From an optimization exercise on the open Yosys and OpenROAD flow, aimed at small area and few clock cycles; shortcuts taken in it are not production practice.
The RTL was checked by simulation tests, not by an equivalence proof against the original design.
The flow treats the clock pin as an ideal source, which a real chip does not have.

## BRIDGE
module BRIDGE #(
    parameter ADDR_WIDTH = 32,
    parameter DATA_WIDTH = 32
)(
    input                        hclk,
    input                        hresetn,
    input                        hselapb,
    input                        hwrite,
    input       [1:0]            htrans,
    input       [ADDR_WIDTH-1:0] haddr,
    input       [DATA_WIDTH-1:0] hwdata,
    input       [DATA_WIDTH-1:0] prdata,
    output reg  [ADDR_WIDTH-1:0] paddr,
    output      [DATA_WIDTH-1:0] pwdata,
    output reg                   psel,
    output reg                   penable,
    output reg                   pwrite,
    output                       hresp,
    output                       hready,
    output      [DATA_WIDTH-1:0] hrdata
);
Size: roughly 110 cells after synthesis, roughly 35 flip-flops, about 0.0016 mm2 of cells after synthesis.
==> flow/config.mk <==
export PLATFORM = sky130hd
export DESIGN_NAME = BRIDGE
export DESIGN_NICKNAME = BRIDGE
export VERILOG_FILES = /design/flow/design.v
export SDC_FILE = /design/flow/constraint.sdc
export NUM_CORES = 8
export LEC_CHECK = 0
export CAP_MARGIN = 20
export CORE_MARGIN = 2
export CORE_UTILIZATION = 40
export SLEW_MARGIN = 20
==> flow/constraint.sdc <==
create_clock -name core_clock -period 5.0 [get_ports {hclk}]
set_input_delay 1.0000 -clock core_clock [delete_from_list [all_inputs] [get_ports {hclk}]]
set_output_delay 1.0000 -clock core_clock [all_outputs]
set_load 0.01 [all_outputs]
standard.sh (not shown) runs the stock make flow with config.mk's settings and CLKGATE_MAP_FILE= SYNTH_SCRIPT=/design/flow/synth_recipe.tcl, a recipe that flattens the netlist after the stock synthesis.
==> flow/flow/run.sh <==
#!/bin/bash
# Standard ORFS layout with the smallest buffer (buf_1) on the ports and a
# small clock tree without dummy loads.
set -euo pipefail
bash standard.sh finish \
  BUFFER_PORTS_ARGS="-buffer_cell sky130_fd_sc_hd__buf_1" \
  CTS_ARGS="-repair_clock_nets -dont_use_dummy_load -wire_unit 100 -buf_list sky130_fd_sc_hd__clkbuf_8 -root_buf sky130_fd_sc_hd__clkbuf_8" \
  > standard.log 2>&1
The starting point completed with no timing, DRC or antenna violations.
Testbench counts at the start, summed over its fixed seeds: cycles 9,608.
Next try:
==> flow/flow/run.sh (replaced) <==
#!/bin/bash
# Standard ORFS layout with the smallest buffer (buf_1) on the ports and the
# clock driven from a single clock buffer (see post_cts.tcl).
set -euo pipefail
here=$(pwd)
export CLOCK_ROOT_CELL=${CLOCK_ROOT_CELL:-sky130_fd_sc_hd__clkbuf_16}
bash standard.sh finish \
  BUFFER_PORTS_ARGS="-buffer_cell sky130_fd_sc_hd__buf_1" \
  CTS_ARGS="-sink_clustering_enable -repair_clock_nets -dont_use_dummy_load -buf_list sky130_fd_sc_hd__clkbuf_8 -root_buf sky130_fd_sc_hd__clkbuf_8" \
  POST_CTS_TCL="$here/flow/post_cts.tcl" \
  > standard.log 2>&1
==> flow/flow/post_cts.tcl (new file) <==
# Collapse the clock tree that CTS built to its root buffer: every sink of a
# leaf buffer moves to the root buffer's output net, the leaf buffers are
# deleted and the root buffer is resized to drive all the flip-flops.
set root_cell $::env(CLOCK_ROOT_CELL)
set block [ord::get_db_block]
set root [$block findInst clkbuf_0_hclk]
set root_net [[$root findITerm X] getNet]
foreach it [$root_net getITerms] {
  set inst [$it getInst]
  if { $inst == $root } { continue }
  set master [[$inst getMaster] getName]
  if { [string match "sky130_fd_sc_hd__clkbuf_*" $master] } {
    set leaf_net [[$inst findITerm X] getNet]
    foreach lit [$leaf_net getITerms] {
      if { [$lit getInst] == $inst } { continue }
      $lit disconnect
      $lit connect $root_net
    }
    $it disconnect
    [$inst findITerm X] disconnect
    odb::dbInst_destroy $inst
    odb::dbNet_destroy $leaf_net
  }
}
replace_cell clkbuf_0_hclk $root_cell
detailed_placement
check_placement -verbose
estimate_parasitics -placement
report_clock_skew
--- a/flow/config.mk
+++ b/flow/config.mk
@@ -10 +10 @@
-export CORE_UTILIZATION = 40
+export CORE_UTILIZATION = 70
Now the flow never finished: it broke off in I/O pin placement (3_2_place_iop) with PPL-0024.
Synthesized cell count is unchanged.
Synthesized area is unchanged.
Next try:
==> flow/flow/run.sh (replaced) <==
#!/bin/bash
# Standard ORFS layout with the smallest buffer (buf_1) on the ports and a
# small clock tree without dummy loads.
set -euo pipefail
bash standard.sh finish \
  BUFFER_PORTS_ARGS="-buffer_cell sky130_fd_sc_hd__buf_1" \
  CTS_ARGS="-sink_clustering_enable -sink_clustering_size 50 -sink_clustering_max_diameter 500 -repair_clock_nets -dont_use_dummy_load -buf_list sky130_fd_sc_hd__clkbuf_8 -root_buf sky130_fd_sc_hd__clkbuf_8" \
  > standard.log 2>&1
--- a/flow/config.mk
+++ b/flow/config.mk
@@ -10 +10 @@
-export CORE_UTILIZATION = 70
+export CORE_UTILIZATION = 40
removed: flow/flow/post_cts.tcl
=> The changed run ran to the end with no violations. Area after synthesis stays the same. Synthesized cell count is unchanged.
Next try:
==> flow/run.sh (new file) <==
#!/bin/bash
# synth_recipe.tcl (not shown) runs the flow's synth.tcl, then flattens the netlist and writes it again
# the make line also repeats each setting of config.mk as NAME=value (left out here)
make -C /OpenROAD-flow-scripts/flow DESIGN_CONFIG=/design/flow/config.mk WORK_HOME=/design/flow/orfs CLKGATE_MAP_FILE= SYNTH_SCRIPT=/design/flow/synth_recipe.tcl finish
removed: flow/flow/run.sh
removed: flow/standard.sh
Effect: Wire length goes up by 4.7%. Register-to-register slack barely changes. Setup slack loses 440 ps.

==> afterwards: timing with drivers on the ports <==
No port has a modelled driver above. Below, the same layouts with a new extraction and two added sets of constraints. Step 1 (the two cells are an assumption about what drives the block):
set clk [get_ports {hclk}]
set_driving_cell -lib_cell sky130_fd_sc_hd__clkbuf_16 $clk
set_driving_cell -lib_cell sky130_fd_sc_hd__buf_2 [delete_from_list [all_inputs] $clk]
Step 2 adds t to the input delays and takes it off the output delays; t is the mean of the earliest and latest rising clock arrival at the registers after step 1. Input paths then give back, and output paths get back, about the clock's delay inside the block. a / b / c = ideal ports / drivers / drivers and shift; a / b = the first two.
run | t (ns) | setup WS [ns] | worst setup path after step 2 | slew at the worst register clock pin (ns)
the first run | 0.287 | 2.741 / 2.717 / 2.922 | input to output | 0.07 / 0.07
the third run | 0.295 | 2.732 / 2.708 / 2.924 | input to output | 0.07 / 0.07
the fourth run | 0.300 | 2.290 / 2.264 / 2.565 | register to output | 0.07 / 0.07
After both steps setup and hold are still met in every run listed.
